What follows belongs to an exercise in optimizing a design on an open flow for small area; a production flow would make more cautious choices. The RTL was checked by simulation tests, not by an equivalence proof against the original design. Power figures rest on the tool's default switching activity, not on a simulated workload.

==> flow/flow/abc_area.script <==
strash
&get -n
&fraig -x
&put
scorr
dc2
strash
&get -n
&deepsyn -T 60
&put
dc2
strash
&get -n
&dch -f
&nf -R 30 -p -F 16 -A 4 -a
&put
mfs2
strash
&get -n
&dch -f
&nf -R 30 -p -F 16 -A 4 -a
&put
topo
dnsize -c
==> flow/design.v <==
`timescale 1ns / 1ps
module Debouncer(rst, clk, button, press);
    input rst, clk, button;
    output reg press;
    reg state;
    reg in, in_0;
    reg [11:0] cnt;
    wire hit = &cnt;
    always @(posedge clk) begin
        in_0 <= button;
        in <= in_0;
        press <= !hit && !state && in;
        if (state) state <= !hit && !rst;
        else state <= !hit && in;
        if (hit || !state) cnt <= 12'h215;
        else cnt <= {cnt[10:0], cnt[11] ^ cnt[10]};
    end
endmodule
`timescale 1ns / 1ps
module top(rst, clk, start, btnU, btnR, btnD, btnL, seg, an, led, hsync, vsync, red, green, blue);
    input rst, start, clk, btnU, btnR, btnD, btnL;
    output reg [7:0] seg;
    output [3:0] an;
    output reg [7:0] led;
    output wire hsync;
    output wire vsync;
    output reg [2:0] red;
    output reg [2:0] green;
    output reg [1:0] blue;
    function automatic ule(input [10:0] a, input [10:0] b);
        integer n;
        reg r;
        begin
            r = 1'b1;
            for (n = 0; n < 11; n = n + 1) r = (~a[n] & b[n]) | ((~a[n] | b[n]) & r);
            ule = r;
        end
    endfunction
    function automatic ult(input [10:0] a, input [10:0] b);
        integer n;
        reg r;
        begin
            r = 1'b0;
            for (n = 0; n < 11; n = n + 1) r = (~a[n] & b[n]) | ((~a[n] | b[n]) & r);
            ult = r;
        end
    endfunction
    function automatic slt(input [10:0] a, input [10:0] b);
        slt = ult({~a[10], a[9:0]}, {~b[10], b[9:0]});
    endfunction
    reg rst1, rst2, start1, start2;
    always @(posedge clk) begin
        rst1 <= rst;
        rst2 <= rst1;
        start1 <= start;
        start2 <= start1;
    end
    wire RST = rst1 ^ rst2;
    wire NEW_START = start1 ^ start2;
    reg [9:0] hx, vy;
    reg [5:0] c50;
    reg [3:0] c12;
    reg clk_1;
    wire w100 = hx == 10'd979 || hx == 10'd55 || hx == 10'd155 || hx == 10'd255 ||
                hx == 10'd355 || hx == 10'd455 || hx == 10'd555 || hx == 10'd655;
    wire w50 = w100 && (c50 == 6'd49);
    always @(posedge clk) begin
        if (RST) begin
            c50 <= 0;
            c12 <= 0;
            clk_1 <= 0;
        end else begin
            if (w100) c50 <= (c50 == 6'd49) ? 6'd0 : c50 + 6'd1;
            if (w50) c12 <= (c12 == 4'd11) ? 4'd0 : c12 + 4'd1;
            clk_1 <= w50 && (c12 == 4'd11);
        end
    end
    wire fast_tick = !RST && w100 && !c50[0];
    wire blink_clk = c12[0];
    wire pU, pD, pL, pR;
    Debouncer DEBOUNCEU(.rst(RST), .clk(clk), .button(btnU), .press(pU));
    Debouncer DEBOUNCED(.rst(RST), .clk(clk), .button(btnD), .press(pD));
    Debouncer DEBOUNCER(.rst(RST), .clk(clk), .button(btnR), .press(pR));
    Debouncer DEBOUNCEL(.rst(RST), .clk(clk), .button(btnL), .press(pL));
    reg game_state, START;
    reg [1:0] blue_st;           
    wire display_blue = (blue_st == 2'd3);
    reg go3;                     
    reg game_over1;              
    wire game_over = game_over1 | go3;
    reg [10:0] posX, posY, pig_growth;
    reg [7:0] score;
    reg [3:0] sc1, sc2;          
    reg new_round, veg_consumed;
    wire is_fifth_round = (score != 0) &&
        (score[7] ? (sc1 == 4'd2 || sc1 == 4'd7) : (sc1 == 4'd0 || sc1 == 4'd5));
    reg [3:0] count_s;
    always @(posedge clk) begin
        if (RST || new_round) begin
            count_s <= 4'd15;
            game_over1 <= 0;
        end else if (game_state && clk_1) begin
            if (count_s == 0) game_over1 <= 1;
            else count_s <= count_s - 4'd1;
        end
    end
    wire ge10 = (count_s >= 4'd10);
    wire [3:0] s1 = {3'b000, ge10};
    wire [3:0] s0 = ge10 ? count_s - 4'd10 : count_s;
    reg up2, down2, left2, right2;
    reg ld_v, ld_vert, ld_neg;   
    reg [9:0] em;                
    reg em_neg;                  
    wire [10:0] em11 = {1'b0, em};
    wire [10:0] k = 11'd50 + em11;
    wire [10:0] e100 = 11'd100 + em11;
    wire [10:0] g = 11'd50 + pig_growth;
    wire [10:0] vXs = {1'b0, posX[9:0]} + {1'b0, pig_growth[9:0]};
    wire [10:0] vYs = {1'b0, posY[9:0]} + {1'b0, pig_growth[9:0]};
    wire [9:0] pigXe = vXs[9:0] + 10'd50;
    wire [9:0] pigYe = vYs[9:0] + 10'd50;
    wire [11:0] uX = {1'b0, vXs} + {1'b0, e100};    
    wire [11:0] uY = {1'b0, vYs} + {1'b0, e100};
    wire [11:0] mX = {2'b00, posX[9:0]} - {1'b0, k};   
    wire [11:0] mY = {2'b00, posY[9:0]} - {1'b0, k};
    wire [10:0] pYm = {mY[10] ^ posY[10], mY[9:0]};
    wire [10:0] pXm = {mX[10] ^ posX[10], mX[9:0]};
    wire [10:0] pYep = {uY[10] ^ posY[10] ^ pig_growth[10], uY[9:0]};
    wire [10:0] pXep = {uX[10] ^ posX[10] ^ pig_growth[10], uX[9:0]};
    wire [10:0] pYp = posY + k;
    wire [10:0] pXp = posX + k;
    wire uv = !slt(pYm, 11'd5);
    wire dv = !slt(11'd479, pYep);
    wire rv = !slt(11'd639, pXep);
    wire lv = !slt(pXm, 11'd5);
    wire s_up = up2 & uv;
    wire s_dn = ~s_up & down2 & dv;
    wire s_rt = ~s_up & ~s_dn & right2 & rv;
    wire s_lf = ~s_up & ~s_dn & ~s_rt & left2 & lv;
    wire vert = s_up | s_dn;
    wire any_move = vert | s_rt | s_lf;
    wire [10:0] candM = s_up ? pYm : s_dn ? pYp : s_rt ? pXp : pXm;
    wire [10:0] cX = vert ? posX : candM;
    wire [10:0] cY = vert ? candM : posY;
    reg [9:0] sX, sY, vX, vY;
    wire [10:0] sXlo = {1'b0, sX} - g;
    wire [10:0] sYlo = {1'b0, sY} - g;
    wire [10:0] sXhi = {1'b0, sX} + 11'd60;
    wire [10:0] sYhi = {1'b0, sY} + 11'd60;
    wire [10:0] vXlo = {1'b0, vX} - g;
    wire [10:0] vYlo = {1'b0, vY} - g;
    wire [10:0] vXhi = {1'b0, vX} + 11'd60;
    wire [10:0] vYhi = {1'b0, vY} + 11'd60;
    wire hit_snack = slt(sYlo, cY) && slt(cY, sYhi) && slt(sXlo, cX) && slt(cX, sXhi);
    wire hit_veg = slt(vYlo, cY) && slt(cY, vYhi) && slt(vXlo, cX) && slt(cX, vXhi);
    wire eat_veg = ~hit_snack & hit_veg & is_fifth_round & ~veg_consumed;
    wire negdir = s_up | s_lf;
    wire [10:0] adjM = (negdir & hit_snack) ? -11'd8 : (negdir & eat_veg) ? 11'd32 : 11'd0;
    wire [10:0] adjP = hit_snack ? -11'd4 : eat_veg ? 11'd16 : 11'd0;
    wire [10:0] emp = em_neg ? -em11 : em11;
    wire [10:0] newM = candM + adjM;
    wire [10:0] newP = (vert ? posX : posY) + emp + adjP;
    wire turn = ld_v && (ld_vert ? (pL || pR) : (pU || pD));
    always @(posedge clk) begin
        if (RST) begin
            ld_v <= 0;
            up2 <= 0;
            down2 <= 0;
            left2 <= 0;
            right2 <= 0;
        end else begin
            up2 <= pU;
            down2 <= pD;
            left2 <= pL;
            right2 <= pR;
            if (right2 && rv) begin
                ld_v <= 1; ld_vert <= 0; ld_neg <= 1;
            end else if (left2 && lv) begin
                ld_v <= 1; ld_vert <= 0; ld_neg <= 0;
            end else if (down2 && dv) begin
                ld_v <= 1; ld_vert <= 1; ld_neg <= 1;
            end else if (up2 && uv) begin
                ld_v <= 1; ld_vert <= 1; ld_neg <= 0;
            end
        end
        em <= turn ? pig_growth[10:1] : 10'd0;
        em_neg <= ld_neg;
    end
    always @(posedge clk) begin
        if (RST) begin
            posY <= 250;
            posX <= 300;
            pig_growth <= 0;
            new_round <= 0;
            score <= 0;
            sc1 <= 0;
            sc2 <= 0;
            veg_consumed <= 0;
        end else if (!game_over && game_state) begin
            if (any_move) begin
                if (hit_snack) begin
                    new_round <= 1;
                    veg_consumed <= 0;
                    score <= score + 8'd1;
                    if (sc2 == 4'd12 && sc1 == 4'd7) begin
                        sc2 <= 0;
                        sc1 <= 0;
                    end else if (sc1 == 4'd9) begin
                        sc2 <= sc2 + 4'd1;
                        sc1 <= 0;
                    end else begin
                        sc1 <= sc1 + 4'd1;
                    end
                    pig_growth <= pig_growth + 11'd8;
                end else if (eat_veg) begin
                    veg_consumed <= 1;
                    pig_growth <= pig_growth - 11'd32;
                end
                posX <= vert ? newP : newM;
                posY <= vert ? newM : newP;
            end else begin
                new_round <= 0;
            end
        end
    end
    wire [9:0] pigX = posX[9:0];
    wire [9:0] pigY = posY[9:0];
    wire [9:0] pg10 = pig_growth[9:0];
    wire [10:0] P60 = {1'b0, pg10} + 11'd60;
    function automatic [3:0] place(input [9:0] x, input [9:0] y, input [9:0] cx, input [9:0] cy,
                                    input [10:0] p60);
        reg rel, up_ok, dn_ok, lf_ok, rt_ok;
        reg [11:0] ex, ey;
        begin
            ex = {2'b00, x} - {1'b0, p60};
            ey = {2'b00, y} - {1'b0, p60};
            rel = !ex[11] && ule(ex[10:0], {1'b0, cx}) && ule({1'b0, cx}, {1'b0, x} + 11'd50) &&
                  !ey[11] && ule(ey[10:0], {1'b0, cy}) && ule({1'b0, cy}, {1'b0, y} + 11'd50);
            up_ok = (cy < 10'd50) || (cy > 10'd55);
            dn_ok = cy < 10'd369;
            lf_ok = (cx < 10'd50) || (cx > 10'd55);
            rt_ok = cx < 10'd529;
            place = {rel && !up_ok && !dn_ok && lf_ok, rel && !up_ok && !dn_ok && !lf_ok && rt_ok,
                     rel && up_ok, rel && !up_ok && dn_ok};
        end
    endfunction
    reg [9:0] scX, scY, vcX, vcY;
    wire [3:0] s_mv = place(sX, sY, scX, scY, P60);
    wire [3:0] v_mv = place(pigX, pigY, vcX, vcY, P60);
    wire place_now = START || new_round;
    function automatic [9:0] step(input [9:0] c, input pl, input minus, input plus, input wrap);
        step = (!pl && wrap) ? 10'd5 :
               c + (!pl ? 10'd1 : minus ? 10'd974 : plus ? 10'd50 : 10'd0);
    endfunction
    wire [9:0] scX_n = step(scX, place_now, s_mv[3], s_mv[2], scX == 10'd579);
    wire [9:0] scY_n = step(scY, place_now, s_mv[1], s_mv[0], scY == 10'd419);
    wire [9:0] vcX_n = step(vcX, place_now, v_mv[3], v_mv[2], vcX == 10'd579);
    wire [9:0] vcY_n = step(vcY, place_now, v_mv[1], v_mv[0], vcY == 10'd419);
    always @(posedge clk) begin
        if (RST) begin
            sX <= 0;
            sY <= 0;
            scX <= 5;
            scY <= 5;
            vX <= 0;
            vY <= 0;
            vcX <= 300;
            vcY <= 300;
        end else begin
            scX <= scX_n;
            scY <= scY_n;
            vcX <= vcX_n;
            vcY <= vcY_n;
            if (place_now) begin
                sX <= scX_n;
                sY <= scY_n;
                vX <= vcX_n;
                vY <= vcY_n;
            end
        end
    end
    reg [31:0] trailX, trailY;
    reg [3:0] tempX, tempY;
    reg first_move;
    reg [2:0] np;
    wire t_ok = (up2 && !mY[11] && mY[10:0] >= 11'd5) || (down2 && uY <= 12'd479) ||
                (right2 && uX <= 12'd639) || (left2 && !mX[11] && mX[10:0] >= 11'd5);
    wire t_move = !game_over && game_state && t_ok;
    wire np_wrap = (np == 3'd7) || (score[7:2] == 6'd0 && np == {score[1:0], 1'b0});
    wire [3:0] wX = first_move ? tempX : 4'd6;
    wire [3:0] wY = first_move ? tempY : 4'd5;
    integer i;
    always @(posedge clk) begin
        if (RST) begin
            trailX <= 32'hffffffff;
            trailY <= 32'hffffffff;
            np <= 0;
            tempX <= 0;
            tempY <= 0;
            first_move <= 0;
        end else if (t_move) begin
            if (!first_move) begin
                first_move <= 1;
                if (left2) begin
                    tempX <= 4'd5; tempY <= 4'd5;
                end else if (right2) begin
                    tempX <= 4'd7; tempY <= 4'd5;
                end else if (up2) begin
                    tempX <= 4'd6; tempY <= 4'd4;
                end else if (down2) begin
                    tempX <= 4'd6; tempY <= 4'd6;
                end
            end else if (up2) tempY <= tempY - 4'd1;
            else if (down2) tempY <= tempY + 4'd1;
            else if (right2) tempX <= tempX + 4'd1;
            else if (left2) tempX <= tempX - 4'd1;
            for (i = 0; i < 8; i = i + 1)
                if (np == i) begin
                    trailX[4*i +: 4] <= wX;
                    trailY[4*i +: 4] <= wY;
                end
            np <= np_wrap ? 3'd0 : np + 3'd1;
        end
    end
    reg [15:0] ovX, ovY;
    integer t;
    always @(*) begin
        for (t = 0; t < 16; t = t + 1) begin
            ovX[t] = ({2'b00, pigX} > 12'd50 * t && {2'b00, pigX} < 12'd50 * t + 12'd50) ||
                     ({2'b00, pigXe} > 12'd50 * t && {2'b00, pigXe} < 12'd50 * t + 12'd50) ||
                     ({2'b00, pigX} <= 12'd50 * t && {2'b00, pigXe} >= 12'd50 * t + 12'd50);
            ovY[t] = ({2'b00, pigY} > 12'd50 * t && {2'b00, pigY} < 12'd50 * t + 12'd50) ||
                     ({2'b00, pigYe} > 12'd50 * t && {2'b00, pigYe} < 12'd50 * t + 12'd50) ||
                     ({2'b00, pigY} <= 12'd50 * t && {2'b00, pigYe} >= 12'd50 * t + 12'd50);
        end
    end
    reg hit_trail;
    always @(*) begin
        hit_trail = 0;
        for (i = 0; i < 8; i = i + 1)
            hit_trail = hit_trail | (ovX[trailX[4*i +: 4]] & ovY[trailY[4*i +: 4]]);
    end
    always @(posedge clk) begin
        if (!RST) led <= game_over ? 8'd0 : score;
        if (RST) begin
            game_state <= 0;
            START <= 0;
            go3 <= 0;
            blue_st <= 0;
        end else begin
            if (clk_1) begin
                if (blue_st == 2'd2) blue_st <= 2'd3;
                else if (game_over && game_state && blue_st != 2'd3) blue_st <= blue_st + 2'd1;
            end
            if (game_state) begin
                START <= 0;
                go3 <= hit_trail;
            end else if (NEW_START) begin
                game_state <= 1;
                START <= 1;
            end
        end
    end
    reg [1:0] digit;
    always @(posedge clk) begin
        if (RST) digit <= 0;
        else if (fast_tick) digit <= digit + 2'd1;
    end
    assign an = ~(4'b0001 << digit);
    wire [3:0] dval = game_over ? (digit[0] ? sc2 : sc1) : (digit[0] ? s1 : s0);
    reg [7:0] dseg;
    always @(*) begin
        case (dval)
            4'd0: dseg = ~8'b00111111;
            4'd1: dseg = ~8'b00000110;
            4'd2: dseg = ~8'b01011011;
            4'd3: dseg = ~8'b01001111;
            4'd4: dseg = ~8'b01100110;
            4'd5: dseg = ~8'b01101101;
            4'd6: dseg = ~8'b01111101;
            4'd7: dseg = ~8'b00000111;
            4'd8: dseg = ~8'b01111111;
            4'd9: dseg = ~8'b01100111;
            default: dseg = 8'hff;
        endcase
        if (RST || (game_over && blink_clk) || digit[1]) seg = 8'hff;
        else seg = dseg;
    end
    always @(posedge clk) begin
        if (RST) begin
            hx <= 10'd880;
            vy <= 10'd993;
        end else if (hx != 10'd655) begin
            hx <= hx + 10'd1;
        end else begin
            hx <= 10'd880;
            vy <= (vy != 10'd489) ? vy + 10'd1 : 10'd993;
        end
    end
    assign hsync = !(hx >= 10'd880 && hx <= 10'd975);
    assign vsync = !(vy == 10'd993 || vy == 10'd994);
    wire hA = hx < 10'd656;      
    wire vA = vy < 10'd490;      
    function automatic h_ge(input [9:0] h, input a, input [9:0] x);
        h_ge = (x < 10'd880) ? (a & ule({1'b0, x}, {1'b0, h})) : (a | ule({1'b0, x}, {1'b0, h}));
    endfunction
    function automatic h_le(input [9:0] h, input a, input [9:0] x);
        h_le = (x < 10'd880) ? (!a | ule({1'b0, h}, {1'b0, x})) : (!a & ule({1'b0, h}, {1'b0, x}));
    endfunction
    function automatic v_ge(input [9:0] v, input a, input [9:0] y);
        v_ge = (y < 10'd993) ? (a & ule({1'b0, y}, {1'b0, v})) : (a | ule({1'b0, y}, {1'b0, v}));
    endfunction
    function automatic v_le(input [9:0] v, input a, input [9:0] y);
        v_le = (y < 10'd993) ? (!a | ule({1'b0, v}, {1'b0, y})) : (!a & ule({1'b0, v}, {1'b0, y}));
    endfunction
    wire [9:0] dsx = hx - sX;
    wire [9:0] dsy = vy - sY;
    wire [9:0] dvx = hx - vX;
    wire [9:0] dvy = vy - vY;
    wire in_snack = dsx <= 10'd60 && !(sX >= 10'd820 && sX <= 10'd879) &&
                    dsy <= 10'd60 && !(sY >= 10'd933 && sY <= 10'd992);
    wire in_veg = dvx <= 10'd60 && !(vX >= 10'd820 && vX <= 10'd879) &&
                  dvy <= 10'd60 && !(vY >= 10'd933 && vY <= 10'd992);
    wire in_pig = h_ge(hx, hA, pigX) && h_le(hx, hA, pigXe) && v_ge(vy, vA, pigY) && v_le(vy, vA, pigYe);
    reg [15:0] colm, rowm;
    always @(*) begin
        for (t = 0; t < 16; t = t + 1) begin
            colm[t] = (t < 14) && ({1'b0, hx} >= 11'd50 * t) && ({1'b0, hx} <= 11'd50 * t + 11'd50);
            rowm[t] = (t < 10) && ({1'b0, vy} >= 11'd50 * t) && ({1'b0, vy} <= 11'd50 * t + 11'd50);
        end
    end
    reg show_trail;
    always @(*) begin
        show_trail = 0;
        for (i = 0; i < 8; i = i + 1)
            show_trail = show_trail | (colm[trailX[4*i +: 4]] & rowm[trailY[4*i +: 4]]);
    end
    reg dPig, dSnack, dVeg, dFart;
    always @(posedge clk) begin
        dPig <= in_pig;
        dSnack <= in_snack;
        dVeg <= is_fifth_round && !veg_consumed && in_veg;
        dFart <= show_trail;
    end
    wire eyes = ((hx >= 10'd205 && hx <= 10'd255) || (hx >= 10'd389 && hx <= 10'd439)) && vy >= 10'd125 && vy <= 10'd175;
    wire lips = hx >= 10'd55 && hx <= 10'd589 && vy >= 10'd225 && vy <= 10'd275;
    wire frown = ((hx >= 10'd55 && hx <= 10'd105) || (hx >= 10'd539 && hx <= 10'd589)) && vy >= 10'd275 && vy <= 10'd325;
    always @(*) begin
        if (vy < 10'd480 && hx < 10'd640) begin
            if (game_over && game_state && display_blue) begin
                if (eyes || lips || frown) begin
                    red = 3'b111; green = 3'b111; blue = 2'b11;
                end else begin
                    red = 3'b000; green = 3'b000; blue = 2'b11;
                end
            end else if (dPig) begin
                red = 3'b111; green = 3'b000; blue = 2'b11;
            end else if (game_state && dSnack) begin
                red = 3'b000; green = 3'b000; blue = 2'b11;
            end else if (game_state && dVeg) begin
                red = 3'b000; green = 3'b111; blue = 2'b00;
            end else if (game_state && dFart) begin
                red = 3'b111; green = 3'b100; blue = 2'b00;
            end else begin
                red = 3'b111; green = 3'b111; blue = 2'b11;
            end
        end else begin
            red = 0; green = 0; blue = 0;
        end
    end
endmodule
==> flow/flow/run.sh <==
#!/bin/bash
set -uo pipefail
W=$PWD
rm -rf "$W/scripts_area"
cp -r "$FLOW_HOME/scripts" "$W/scripts_area"
cp "$W/flow/abc_area.script" "$W/scripts_area/abc_area.script"
export SCRIPTS_DIR="$W/scripts_area"
export ADDER_MAP_FILE=
export BUFFER_PORTS_ARGS="-buffer_cell sky130_fd_sc_hd__buf_1"
CTS_SIZE=$(sed -n 's/^export CTS_CLUSTER_SIZE = //p' "$W/config.mk")
CTS_DIAM=$(sed -n 's/^export CTS_CLUSTER_DIAMETER = //p' "$W/config.mk")
export CTS_ARGS="-sink_clustering_enable -repair_clock_nets -dont_use_dummy_load -sink_clustering_size ${CTS_SIZE:-30} -sink_clustering_max_diameter ${CTS_DIAM:-80}"
bash "$W/standard.sh" finish > "$W/standard_flow.log" 2>&1
status=$?
tail -40 "$W/standard_flow.log"
exit $status
==> flow/constraint.sdc <==
create_clock -name core_clock -period 12.0 [get_ports {clk}]
set_input_delay 2.4000 -clock core_clock [delete_from_list [all_inputs] [get_ports {clk}]]
set_output_delay 2.4000 -clock core_clock [all_outputs]
set_load 0.01 [all_outputs]
==> flow/config.mk <==
export PLATFORM = sky130hd
export DESIGN_NAME = top
export DESIGN_NICKNAME = top
export VERILOG_FILES = /design/flow/design.v
export SDC_FILE = /design/flow/constraint.sdc
export NUM_CORES = 4
export LEC_CHECK = 0
export ABC_AREA = 1
export CAP_MARGIN = 10
export CORE_MARGIN = 2
export CORE_UTILIZATION = 60
export CTS_CLUSTER_DIAMETER = 80
export CTS_CLUSTER_SIZE = 30
export PLACE_DENSITY = 0.75
export SLEW_MARGIN = 10
==> flow/standard.sh <==
#!/bin/bash
# synth_recipe.tcl (not shown) runs the flow's synth.tcl, then flattens the netlist and writes it again
# the make line also repeats each setting of config.mk as NAME=value (left out here)
make -C /OpenROAD-flow-scripts/flow DESIGN_CONFIG=/design/flow/config.mk WORK_HOME=/design/flow/orfs CLKGATE_MAP_FILE= SYNTH_SCRIPT=/design/flow/synth_recipe.tcl "${@:-finish}"
==> results.ini <==
[outcome]
status = no timing/DRC/antenna violations

[timing]
fin_skew_ns = 0.06657
final_hold_viol_count = 0
maxSlewViolCount = 0
period_needed_ns = 10.52
setup_viol_count_final = 0
final.setup.tns_ns = 0
slew_headroom_pct = 16.46
tightestPinTransition_ns = 1.247
rsz0062_at_grt = false
fin_crit_sh_pct = 87.66
clock.fmax_ghz = 0.09507

[place]
hpwlAfterDp_mm = 80.33
gp_congestion = 1.082
io_buffer_count = 35

[cts]
cts_tree = done
cts-root-buf = clkbuf_16
htree_levels = 1
cts_buffers = 24
cts_sinks = 343
clock_latency_ns = 0.59
clkSlewWorstSetupHoldPaths_ns = 0.10
cts_resized = 0
hold_buffers = 0
cts_max_path_buffers = 3
post_cts_buffers = 0

[worst_setup_path]
critPathSlowestCell = xnor2_1
startpoint_type = flop
end_kind = flop
cp.required_ns = 12.43
crit_arrival_ns = 10.94
path_max_fanout = 25
max_stage_delay_ns = 0.86
critical_path_class = flop to flop

[floorplanning]
die_x_um = 219.2
die_h_um = 219.2
rows = 78
initial_utilization_pct = 60.99
pin_count = 37
die_area_sq_mm = 0.04806
fp.coreArea_sq_mm = 0.04558

[layout]
drive_above_1_share_pct = 3.733
area_growth_pct = 8.206
n_antenna_cell = 0
fin_nets = 4027

[power]
switching_share_pct = 48.86
leakagePower_nw = 10.45
p_seq_share_pct = 27.8
p_switching_mw = 2.574
p_int_mw = 2.695
pwr-share-comb_pct = 58.0
power.total_mw = 5.269
power.share.clock_pct = 14.2
ir_drop_v = 0.0001812
p_per_area_mw_per_mm2 = 175.2

[synth]
ys_warn_count = 2
synthesis.area_sq_mm = 0.02780
synth_edf_count = 10
synthDistinctLibCells = 70
yosysSeqAreaShare_pct = 25.06
async_reset_ff_share_pct = 0
synth_flop_cell = dfxtp_1
synth_nets = 3870
syn_avg_cell_area_sq_um = 7.195
synthCells = 3863
ys_ff_latch = 343

[route]
firstDrtPassIters = 10
drtAntennaViolNets = 0
vias = 32246
drt_iter0_markers = 4960
drc = 0
wl_per_cell_um = 23.69
finalWirelength_mm = 109.4
via_per_inst = 6.983

[global_routing]
grt_pass1_vias = 28095
grt_max_degree = 87
antenna_found_initial = 1
grt_pass1_wl_mm = 165.8
grt_usage_pct = 44.31
overflow = 0

[worst_hold_path]
min_path_type = flop to flop

[flow_run]
drv_cap = 0

==> cell usage after synthesis (all sizes together) (37+ instances only) <==
cell	n	area share, %
nor2	442	6.0
nand2	428	5.8
a21oi	361	6.5
o21ai	347	6.2
dfxtp	333	24
xnor2	196	6.2
nor3	135	2.4
xor2	130	4.1
nand3	126	2.3
nor2b	115	2.6
clkinv	107	1.4
nand2b	105	2.4
o22ai	94	2.1
a31oi	92	2.1
maj3	81	2.9
and2	51	1.1
o211ai	41	1.1
and3	40	0.90
nor4	40	0.90
o22a	40	1.3
a22oi	37	1.0
==> final timing paths <==
path	start	to	slack (ns)	cells after the start
max	posX[4]	posX[10]	1.48	40
min	DEBOUNCEU.in_0	DEBOUNCEU.in	0.34	0
max reg2reg	posX[4]	posX[10]	1.48	40
min reg2reg	DEBOUNCEU.in_0	DEBOUNCEU.in	0.34	0
==> cell usage in the layout, fill, tap and decap left out, drive strengths merged, types with 41 or more instances in the layout <==
cell / count
dfxtp: 333
xnor2: 196
nand3: 126
a21oi: 361
nor2: 442
nor3: 135
buf: 136
nor2b: 115
o211ai: 41
o21ai: 347
xor2: 130
o22ai: 94
nand2: 428
a31oi: 92
and2: 51
nand2b: 105
maj3: 81
clkinv: 107
==> flip-flops by register name (all words and copies together), names as in the netlist, 11 cells and up <==
register	cells
trailY	32
posX	11
DEBOUNCED.cnt	12
DEBOUNCER.cnt	12
DEBOUNCEU.cnt	12
trailX	32
DEBOUNCEL.cnt	12
posY	11
==> cells by family (layout without fill, tap and decap cells) <==
kind of cell | count (synthesis) | count (layout) | share of synthesized area (%)
buffers and inverters | 112 | 267 | 1.580
AOI/OAI and AO/OA | 1348 | 1348 | 30.37
muxes | 44 | 44 | 2.296
adders and majority gates | 81 | 81 | 2.917
DFF | 343 | 343 | 25.06
and+or+nand+nor | 1607 | 1607 | 27.40
other | 1 | 1 | 0.01349
xor gates and xnor gates | 327 | 327 | 10.35
==> critical path: cells and delay by family (launching register included) <==
| kind | cells | cell delay [ns] |
|---|---|---|
| adders and majority gates | 3 | 1.17 |
| DFF | 1 | 0.30 |
| muxes | 1 | 0.38 |
| buffers and inverters | 2 | 0.59 |
| xor gates and xnor gates | 9 | 3.41 |
| and+or+nand+nor | 4 | 0.40 |
| AOI/OAI and AO/OA | 21 | 4.08 |
==> cell type report <==
type	instances	area (sq um)
clock buffer	24	600.6
fill	4164	15500
inverter	107	402.9
multi-input combinational	3408	20450
sequential	343	6967
tap	600	750.7
timing repair buffer	136	902.1
==> power groups by stage <==
stage / logic, mW / registers [mW] / clock network (mW)
finish: 3.06 / 1.47 / 0.747
global placement: 2.91 / 1.48 / 0
detailed placement: 2.90 / 1.48 / 0
global route: 3.25 / 1.48 / 0.788
CTS: 2.92 / 1.46 / 0.751
floorplan: 1.98 / 1.46 / 0
==> metrics by stage <==
stage | setup WS, ns | utilization (%) | hold WS [ns] | cell area [sq um] | std cells
floorplan | 1.232 | - | 0.3096 | 27800 | 3863
global placement | 2.102 | 64.67 | 0.3122 | 29480 | 4594
detailed placement | 1.799 | 64.67 | 0.3132 | 29480 | 4594
CTS | 1.775 | 65.99 | 0.3378 | 30080 | 4618
global route | 0.6253 | 65.99 | 0.3494 | 30080 | 4618
finish | 1.481 | 65.99 | 0.3369 | 30080 | 4618
==> layer usage <==
layer,GRT usage [%],wire length [um],up-vias
met1,61.40,43710,14772
met4,21.82,6458,2
met3,13.18,16320,433
li1,-,-,14773
met2,62.11,42920,2266
met5,0,10,-

afterwards: timing with drivers on the ports:
No port has a modelled driver above. Below, the same layout with a new extraction and two added sets of constraints. Step 1, drivers: a clkbuf_16 drives clk and a buf_2 each remaining input, both assumed. Step 2 moves the port delays by t, midway between the first and last clock arrival at a register: inputs arrive t later, outputs are due t later. That takes back most of the time a late clock gives input paths. Three values: ideal ports, drivers, drivers and shift; two values: the first two.
t (ns): 0.619
setup WS [ns]: 1.481 / 1.481 / 1.481
latest minus earliest clock arrival (ns): 0.071 / 0.070
After both steps this run still meets setup and hold. For this run, drivers alone change the setup slack by 0.000 ns; drivers and shift together by 0.000 ns.
